Context: an optimization exercise on an open-source flow, tuned for small area and a short achievable clock period. The choices shown serve that exercise and are no tape-out recipe. Function was checked by simulation only, so behaviour that the tests miss may differ from the original.

==> module fractal, before the edit <==
module fractal(
input Clk_100M, reset,
input [15:0]startX,  
input [15:0]startY,
input [15:0]stepX,  
input [15:0]stepY,
output [7:0] divOut,
output [18:0] addr_w,
output wire display,
output wire wea
    );
reg [2:0]  cc;
reg [9:0]  colCount;
reg [8:0]  rowCount;
reg        tempGo;
reg [15:0] xRegTemp;      
reg [15:0] yRegTemp;      
reg [15:0] sX, sY;        
reg [15:0] xReg1;         
reg [15:0] yReg1;
reg [18:0] currAddr;
wire load = (cc == 3'd5);
reg [1:0] colBits, rowBits;
always @(*) begin
	case (cc[1:0])
		2'd0:    begin colBits = colCount[3:2]; rowBits = rowCount[3:2]; end
		2'd1:    begin colBits = colCount[5:4]; rowBits = rowCount[5:4]; end
		2'd2:    begin colBits = colCount[7:6]; rowBits = rowCount[7:6]; end
		default: begin colBits = colCount[9:8]; rowBits = {1'b0, rowCount[8]}; end
	endcase
end
wire [15:0] newX = startX + xRegTemp;
wire [15:0] newY = startY + yRegTemp;
always @(posedge Clk_100M) begin
	if (reset) begin
		cc       <= 3'd0;
		colCount <= 10'h3ff;
		rowCount <= 9'd0;
		tempGo   <= 1'b0;
		xRegTemp <= 16'd0;
		yRegTemp <= 16'd0;
		xReg1    <= 16'd0;
		yReg1    <= 16'd0;
		currAddr <= 19'd0;
	end else begin
		cc <= load ? 3'd0 : cc + 3'd1;
		if (load) begin
			xReg1    <= newX;
			yReg1    <= newY;
			xRegTemp <= stepX * colCount[1:0];
			yRegTemp <= stepY * rowCount[1:0];
			currAddr <= (colCount == 10'd0 && rowCount == 9'd0) ? 19'd0 : currAddr + 19'd1;
			if (colCount == 10'd639)
				tempGo <= 1'b1;
		end else if (!cc[2]) begin
			xRegTemp <= xRegTemp + sX * colBits;
			yRegTemp <= yRegTemp + sY * rowBits;
		end
		if (cc == 3'd4) begin
			if (colCount == 10'd639) begin
				colCount <= 10'd0;
				rowCount <= (rowCount == 9'd479) ? 9'd0 : rowCount + 9'd1;
			end else begin
				colCount <= colCount + 10'd1;
			end
		end
	end
end
always @(posedge Clk_100M) begin
	if (reset) begin
		sX <= 16'd0;
		sY <= 16'd0;
	end else begin
		sX <= load ? {stepX[13:0], 2'b00} : {sX[13:0], 2'b00};
		sY <= load ? {stepY[13:0], 2'b00} : {sY[13:0], 2'b00};
	end
end
assign addr_w  = currAddr;
assign display = tempGo;
assign wea     = 1'b1;
function inrange;
	input [15:0] v;
	inrange = (v[15:13] == 3'b000) | (v[15:13] == 3'b111) | (v == 16'h2000);
endfunction
reg [15:0] mx, my;
reg        mEsc;          
reg [2:0]  mIdx;          
wire        uBig;
wire [15:0] unx, uny;
diverge_pipe step(.X(mx[14:0]), .Y(my[14:0]), .cx(xReg1), .cy(yReg1),
	.big(uBig), .nx(unx), .ny(uny));
wire        uOut = uBig | ~inrange(mx) | ~inrange(my);
always @(posedge Clk_100M) begin
	if (load) begin
		mx   <= newX;
		my   <= newY;
		mEsc <= 1'b0;
	end else begin
		mx   <= unx;
		my   <= uny;
		mEsc <= mEsc | uOut;
		if (!mEsc) mIdx <= cc;
	end
end
reg [15:0] cxT, cyT;      
reg [15:0] dIn;
reg [15:0] tA;            
reg [15:0] tX;            
reg [27:0] acc;
reg        tEsc;
reg [2:0]  tIdx;
reg        resEsc;
reg [2:0]  resIdx;
reg        outEsc;
reg [2:0]  outIdx;
wire        accOn = (cc == 3'd1) | (cc == 3'd4);
wire [15:0] sqIn  = {(cc == 3'd2) ? dIn[15] : dIn[14], dIn[14:0]};
wire [27:0] e1;
wire [15:0] e2;
diverge_tail tail(.a(sqIn), .acc1(accOn ? acc : 28'd0), .acc2(acc),
	.c((cc == 3'd1) ? cxT : cyT), .e1(e1), .e2(e2));
wire        tBig = e1 > 28'h400_0000;
always @(posedge Clk_100M) begin
	case (cc)
		3'd5: begin
			cxT  <= xReg1;
			cyT  <= yReg1;
			dIn  <= unx;
			tA   <= uny;
			tEsc <= mEsc | uOut;
			tIdx <= mEsc ? mIdx : 3'd5;
		end
		3'd0: begin
			acc  <= e1;
			dIn  <= tA;
			tA   <= {dIn[14], dIn[14:0]} - {tA[14], tA[14:0]};
			if (!tEsc) tIdx <= 3'd6;
			tEsc <= tEsc | ~inrange(dIn) | ~inrange(tA);
		end
		3'd1: begin
			acc  <= e1;
			dIn  <= tA;
			tX   <= e2;
			tEsc <= tEsc | tBig;
		end
		3'd2: begin
			dIn  <= tX;
			tA   <= e2;
		end
		3'd3: begin
			acc  <= e1;
			dIn  <= tA;
			if (!tEsc) tIdx <= 3'd7;
			tEsc <= tEsc | ~inrange(dIn) | ~inrange(tA);
		end
		default: begin
			resEsc <= tEsc | tBig;
			resIdx <= tIdx;
		end
	endcase
	if (cc == 3'd3) begin
		outEsc <= resEsc;
		outIdx <= resIdx;
	end
end
assign divOut = outEsc ? {5'd0, outIdx} : 8'd100;
endmodule
clock: 11.0 ns
lec_check: 0
cap_margin: 20
core_margin: 2
core_utilization: 45
setup_slack_margin: 4.0
slew_margin: 20
run.sh (not shown) runs the stock make flow with config.mk's settings and CLKGATE_MAP_FILE= SYNTH_SCRIPT=/design/flow/synth_recipe.tcl, a recipe that flattens the netlist after the stock synthesis.
Edit:
--- a/flow/design.v
+++ b/flow/design.v
@@ -1714,5 +1714,4 @@
 reg [15:0] dIn;
 reg [15:0] tA;            
-reg [15:0] tX;            
 reg [27:0] acc;
 reg        tEsc;
@@ -1730,40 +1729,37 @@
 wire        tBig = e1 > 28'h400_0000;
 always @(posedge Clk_100M) begin
+	acc <= e1;
+	dIn <= load ? unx : tA;
+	if (load)
+		tA <= uny;
+	else if (cc == 3'd0)
+		tA <= {dIn[14], dIn[14:0]} - {tA[14], tA[14:0]};
+	else
+		tA <= e2;
+	if (load) begin
+		cxT <= xReg1;
+		cyT <= yReg1;
+	end
 	case (cc)
 		3'd5: begin
-			cxT  <= xReg1;
-			cyT  <= yReg1;
-			dIn  <= unx;
-			tA   <= uny;
 			tEsc <= mEsc | uOut;
 			tIdx <= mEsc ? mIdx : 3'd5;
 		end
 		3'd0: begin
-			acc  <= e1;
-			dIn  <= tA;
-			tA   <= {dIn[14], dIn[14:0]} - {tA[14], tA[14:0]};
 			if (!tEsc) tIdx <= 3'd6;
 			tEsc <= tEsc | ~inrange(dIn) | ~inrange(tA);
 		end
 		3'd1: begin
-			acc  <= e1;
-			dIn  <= tA;
-			tX   <= e2;
 			tEsc <= tEsc | tBig;
 		end
-		3'd2: begin
-			dIn  <= tX;
-			tA   <= e2;
-		end
 		3'd3: begin
-			acc  <= e1;
-			dIn  <= tA;
 			if (!tEsc) tIdx <= 3'd7;
 			tEsc <= tEsc | ~inrange(dIn) | ~inrange(tA);
 		end
-		default: begin
+		3'd4: begin
 			resEsc <= tEsc | tBig;
 			resIdx <= tIdx;
 		end
+		default: ;
 	endcase
 	if (cc == 3'd3) begin
After rerunning: Routed wire length fell by 6.8%. Non-clock buffer count falls by 1. Utilization is lower by 0.15 points. Synthesized area goes down by 2.7%. Die area decreases by 2.7%. Global-route usage decreases by 1.1 points. Setup slack gets worse by 130 ps. Final cell count is higher by 0.37%. Via count falls by 2.2%.

## separate check: timing with driven ports
In the flow no input, the clock included, has a driving cell. The finished layouts below were timed again as built, in two steps.
Step 1 assumes that a clkbuf_16 drives the clock port and a buf_2 every other input.
Step 2 also shifts input and output timing later by t, the mid clock arrival at the registers, as if the neighbouring blocks saw the same clock.
Three values: ideal ports, drivers, drivers and shift; two values: the first two.
| run | shift t [ns] | slack for setup (ns) | clock arrival spread, ns |
|---|---|---|---|
| the first run | 0.623 | 4.228 / 4.228 / 4.228 | 0.020 / 0.019 |
| the second run | 0.609 | 4.095 / 4.095 / 4.095 | 0.022 / 0.022 |
After both steps every run listed still meets setup and hold.
